From an optimization exercise on the open Yosys and OpenROAD flow, aimed at small area and a short achievable clock period; shortcuts taken in it are not production practice. Function was checked by simulation only, so behaviour that the tests miss may differ from the original.

Setup of fjord:
==> flow/design.v (excerpt) <==
module MrSimSimulation(input clk, input reset,
    input [63:0] io_enq_dat,
    input  io_enq_val,
    output io_enq_rdy,
    output[63:0] io_deq_dat,
    output io_deq_val,
    input  io_deq_rdy
);
Size in the first run: ~1300 cells after synthesis, roughly 130 I/O pins, ~15000 um^2 of cells after synthesis.
Settings: LEC_CHECK=0, CAP_MARGIN=20, CORE_MARGIN=2, CORE_UTILIZATION=40, PLACE_DENSITY=0.6, SLEW_MARGIN=20, SYNTH_HIERARCHICAL=1, SYNTH_MINIMUM_KEEP_SIZE=0; clock period 17.0 ns.
standard.sh (not shown) runs the stock make flow with config.mk's settings and CLKGATE_MAP_FILE= SYNTH_SCRIPT=/design/flow/synth_recipe.tcl, a recipe that flattens the netlist after the stock synthesis.
==> flow/flow/run.sh <==
#!/bin/bash
# Standard synthesis, then the standard layout with the resizer aiming for a setup slack margin,
# small port buffers and a smaller clock tree.
set -euo pipefail
bash standard.sh synth > synth.log 2>&1
bash standard.sh SETUP_SLACK_MARGIN=12.35 BUFFER_PORTS_ARGS='-buffer_cell sky130_fd_sc_hd__buf_1' 'CTS_ARGS=-sink_clustering_enable -repair_clock_nets -dont_use_dummy_load -buf_list sky130_fd_sc_hd__clkbuf_16 -sink_clustering_size 30 -sink_clustering_max_diameter 100 -sink_clustering_levels 1' finish > layout.log 2>&1
fjord completed every stage of the flow, and the final layout passed the timing, design-rule and antenna checks.
Inputs modified between fjord and pepper:
==> flow/flow/run.sh <==
#!/bin/bash
# Standard synthesis, then the standard layout with the resizer aiming for a setup slack margin,
# small port buffers and a smaller clock tree.
set -euo pipefail
bash standard.sh synth > synth.log 2>&1
bash standard.sh SETUP_SLACK_MARGIN=12.4 BUFFER_PORTS_ARGS='-buffer_cell sky130_fd_sc_hd__buf_1' 'CTS_ARGS=-sink_clustering_enable -repair_clock_nets -dont_use_dummy_load -buf_list sky130_fd_sc_hd__clkbuf_16 -sink_clustering_size 30 -sink_clustering_max_diameter 100' finish > layout.log 2>&1
Results
pepper finished every step from synthesis to the final layout, and the layout passed the timing, design-rule and antenna checks. From pepper to fjord, row count did not move at all. pepper against fjord: fraction of area in non-clock buffers went up, sequential fraction of total cell area ~0 delta, design area shows an increase of about 0.6%, pin count of the biggest net entering global routing -1, final cycle utilization of the critical path about even. pepper vs fjord, destination of the critical timing path: df0[8] vs df1[8].


Setup of run 1:
Another version of the RTL of MrSimSimulation (not shown whole).
Size in the first run: roughly 1300 cells after synthesis, roughly 130 I/O pins.
clock: 17.0 ns
lec_check: 0
cap_margin: 20
core_margin: 2
core_utilization: 40
place_density: 0.75
slew_margin: 20
synth_hierarchical: 1
synth_minimum_keep_size: 0
==> flow/flow/run.sh <==
#!/bin/bash
# Standard synthesis, then the standard layout with the resizer aiming for a setup slack margin,
# small port buffers and a smaller clock tree.
set -euo pipefail
bash standard.sh synth > synth.log 2>&1
bash standard.sh SETUP_SLACK_MARGIN=12.4 BUFFER_PORTS_ARGS='-buffer_cell sky130_fd_sc_hd__buf_1' 'CTS_ARGS=-sink_clustering_enable -repair_clock_nets -dont_use_dummy_load -buf_list sky130_fd_sc_hd__clkbuf_16 -sink_clustering_size 30 -sink_clustering_max_diameter 100' finish > layout.log 2>&1
Having completed the whole flow, run 1 delivered a layout that passed the timing, design-rule and antenna checks.
diff inputs: run 1 => run 2
- swapping 0.75 for 0.6 in PLACE_DENSITY
==> flow/flow/run.sh <==
#!/bin/bash
# Standard synthesis, then the standard layout with the resizer aiming for a setup slack margin,
# small port buffers and a smaller clock tree.
set -euo pipefail
bash standard.sh synth > synth.log 2>&1
bash standard.sh SETUP_SLACK_MARGIN=12.4 BUFFER_PORTS_ARGS='-buffer_cell sky130_fd_sc_hd__buf_1' 'CTS_ARGS=-sink_clustering_enable -repair_clock_nets -dont_use_dummy_load -buf_list sky130_fd_sc_hd__clkbuf_16 -sink_clustering_size 24 -sink_clustering_max_diameter 80' finish > layout.log 2>&1
==> results.txt <==
Run 2 reached the final stage; the timing, design-rule and antenna checks on its layout passed.
Looking at run 1 and run 2, the fraction of the core area covered by cells at the end of the flow is a wash.
The non-filler instance count after layout of run 2 and that of run 1 are within noise of each other.
Looking at run 1 and run 2, the net count of the finished layout is a wash.
On relative area change from synthesis to final layout, run 2 tracks run 1 almost exactly.
Diff run 1 -> run 2: height of the die was more or less identical.
Inputs modified between run 2 and run 3:
==> flow/flow/run.sh <==
#!/bin/bash
# Standard synthesis, then the standard layout with the resizer aiming for a setup slack margin,
# small port buffers and a smaller clock tree.
set -euo pipefail
bash standard.sh synth > synth.log 2>&1
bash standard.sh SETUP_SLACK_MARGIN=12.5 BUFFER_PORTS_ARGS='-buffer_cell sky130_fd_sc_hd__buf_1' 'CTS_ARGS=-sink_clustering_enable -repair_clock_nets -dont_use_dummy_load -buf_list sky130_fd_sc_hd__clkbuf_16 -sink_clustering_size 30 -sink_clustering_max_diameter 100' finish > layout.log 2>&1
Run 3: all stages complete, timing, DRC and antenna checks passed. Run 3 -> run 2: number of slew-limit violations in the final report delta 0, exact match. Global-route total usage across every layer, run 2 and run 3: higher on run 2. Summary of run 3 over run 2: final design instance area without fill went up about 2.2%; number of global-route vias before repair went down.
Input-level comparison between run 4 and run 3:
==> flow/flow/run.sh <==
#!/bin/bash
# Standard synthesis, then the standard layout with the resizer aiming for a setup slack margin,
# small port buffers and a smaller clock tree.
set -euo pipefail
bash standard.sh synth > synth.log 2>&1
bash standard.sh SETUP_SLACK_MARGIN=12.3 BUFFER_PORTS_ARGS='-buffer_cell sky130_fd_sc_hd__buf_1' 'CTS_ARGS=-sink_clustering_enable -repair_clock_nets -dont_use_dummy_load -buf_list sky130_fd_sc_hd__clkbuf_16 -sink_clustering_size 30 -sink_clustering_max_diameter 100' finish > layout.log 2>&1
- Going from run 3 to run 4, the setup slack was found to have gone down by 110 ps.
- Fmax: run 4 below run 3
- [compare] base=run 3 new=run 4: count of non-filler cells in the finished layout fell by about 1.5%, hold slack rose by 8.3 ps.
- Compared with run 3, the router placed fewer vias in run 4.
- The critical path endpoint comes out e1[5] in one run and df4[8] in the other, namely in run 4 and run 3 respectively.
- Looking only at critical path depth, and setting everything else aside, the higher value of run 4 and run 3 goes to run 4.
What run 5 does differently from run 4 at the input level:
==> flow/flow/run.sh <==
#!/bin/bash
# Standard synthesis, then the standard layout with the resizer aiming for a setup slack margin,
# small port buffers and a smaller clock tree.
set -euo pipefail
bash standard.sh synth > synth.log 2>&1
bash standard.sh SETUP_SLACK_MARGIN=12.4 BUFFER_PORTS_ARGS='-buffer_cell sky130_fd_sc_hd__buf_1' 'CTS_ARGS=-sink_clustering_enable -repair_clock_nets -dont_use_dummy_load -buf_list sky130_fd_sc_hd__clkbuf_16 -sink_clustering_size 30 -sink_clustering_max_diameter 100' finish > layout.log 2>&1
- Changes observed in run 5 relative to run 4: register-to-register slack higher, placer congestion estimate higher, wire length picked up an extra 1000 microns.
Changes in run 6 relative to run 5:
==> flow/flow/run.sh <==
#!/bin/bash
# Standard synthesis, then the standard layout with the resizer aiming for a setup slack margin,
# small port buffers and a smaller clock tree.
set -euo pipefail
bash standard.sh synth > synth.log 2>&1
bash standard.sh SETUP_SLACK_MARGIN=12.4 BUFFER_PORTS_ARGS='-buffer_cell sky130_fd_sc_hd__buf_1' 'CTS_ARGS=-sink_clustering_enable -repair_clock_nets -dont_use_dummy_load -buf_list sky130_fd_sc_hd__clkbuf_16 -sink_clustering_size 36 -sink_clustering_max_diameter 100' finish > layout.log 2>&1
==> results.txt <==
Looking at run 5 and run 6, the x dimension of the die is a wash.
Reported for run 5 and run 6, routed wire length turned out identical to the last digit.
Diff run 5..run 6 | mean post-synth cell area | negligible

-- port drivers added, routing unchanged --
In the flow no input, the clock included, has a driving cell. The finished layouts below were timed again as built, in two steps.
Step 1, drivers: a clkbuf_16 drives clk and a buf_2 each remaining input, both assumed.
Step 2 times the ports against the registers' clock, not the clock port: input delays grow and output delays shrink by t, the midpoint of the rising clock arrivals with the driver on.
a / b / c = ideal ports / drivers / drivers and shift; a / b = the first two.
run | t, ns | setup WS [ns] | latest minus earliest clock arrival (ns) | worst slew at a driven data input, ns
fjord | 0.466 | 12.428 / 12.448 / 11.983 | 0.031 / 0.031 | 0.10
pepper | 0.469 | 12.437 / 12.458 / 11.990 | 0.022 / 0.023 | 0.10
run 1 | 0.469 | 12.390 / 12.379 / 11.911 | 0.027 / 0.027 | 0.11
run 2 | 0.482 | 12.427 / 12.433 / 11.964 | 0.035 / 0.035 | 0.09
run 3 | 0.465 | 12.423 / 12.419 / 11.954 | 0.029 / 0.029 | 0.11
run 4 | 0.474 | 12.311 / 12.311 / 11.940 | 0.026 / 0.025 | 0.09
run 5 | 0.482 | 12.427 / 12.433 / 11.964 | 0.035 / 0.035 | 0.09
run 6 | 0.482 | 12.427 / 12.433 / 11.964 | 0.035 / 0.035 | 0.09
After both steps every run listed still meets setup and hold. The setup slack of run 1, which loses most, moves by -0.011 ns with the drivers and by -0.479 ns with both steps.
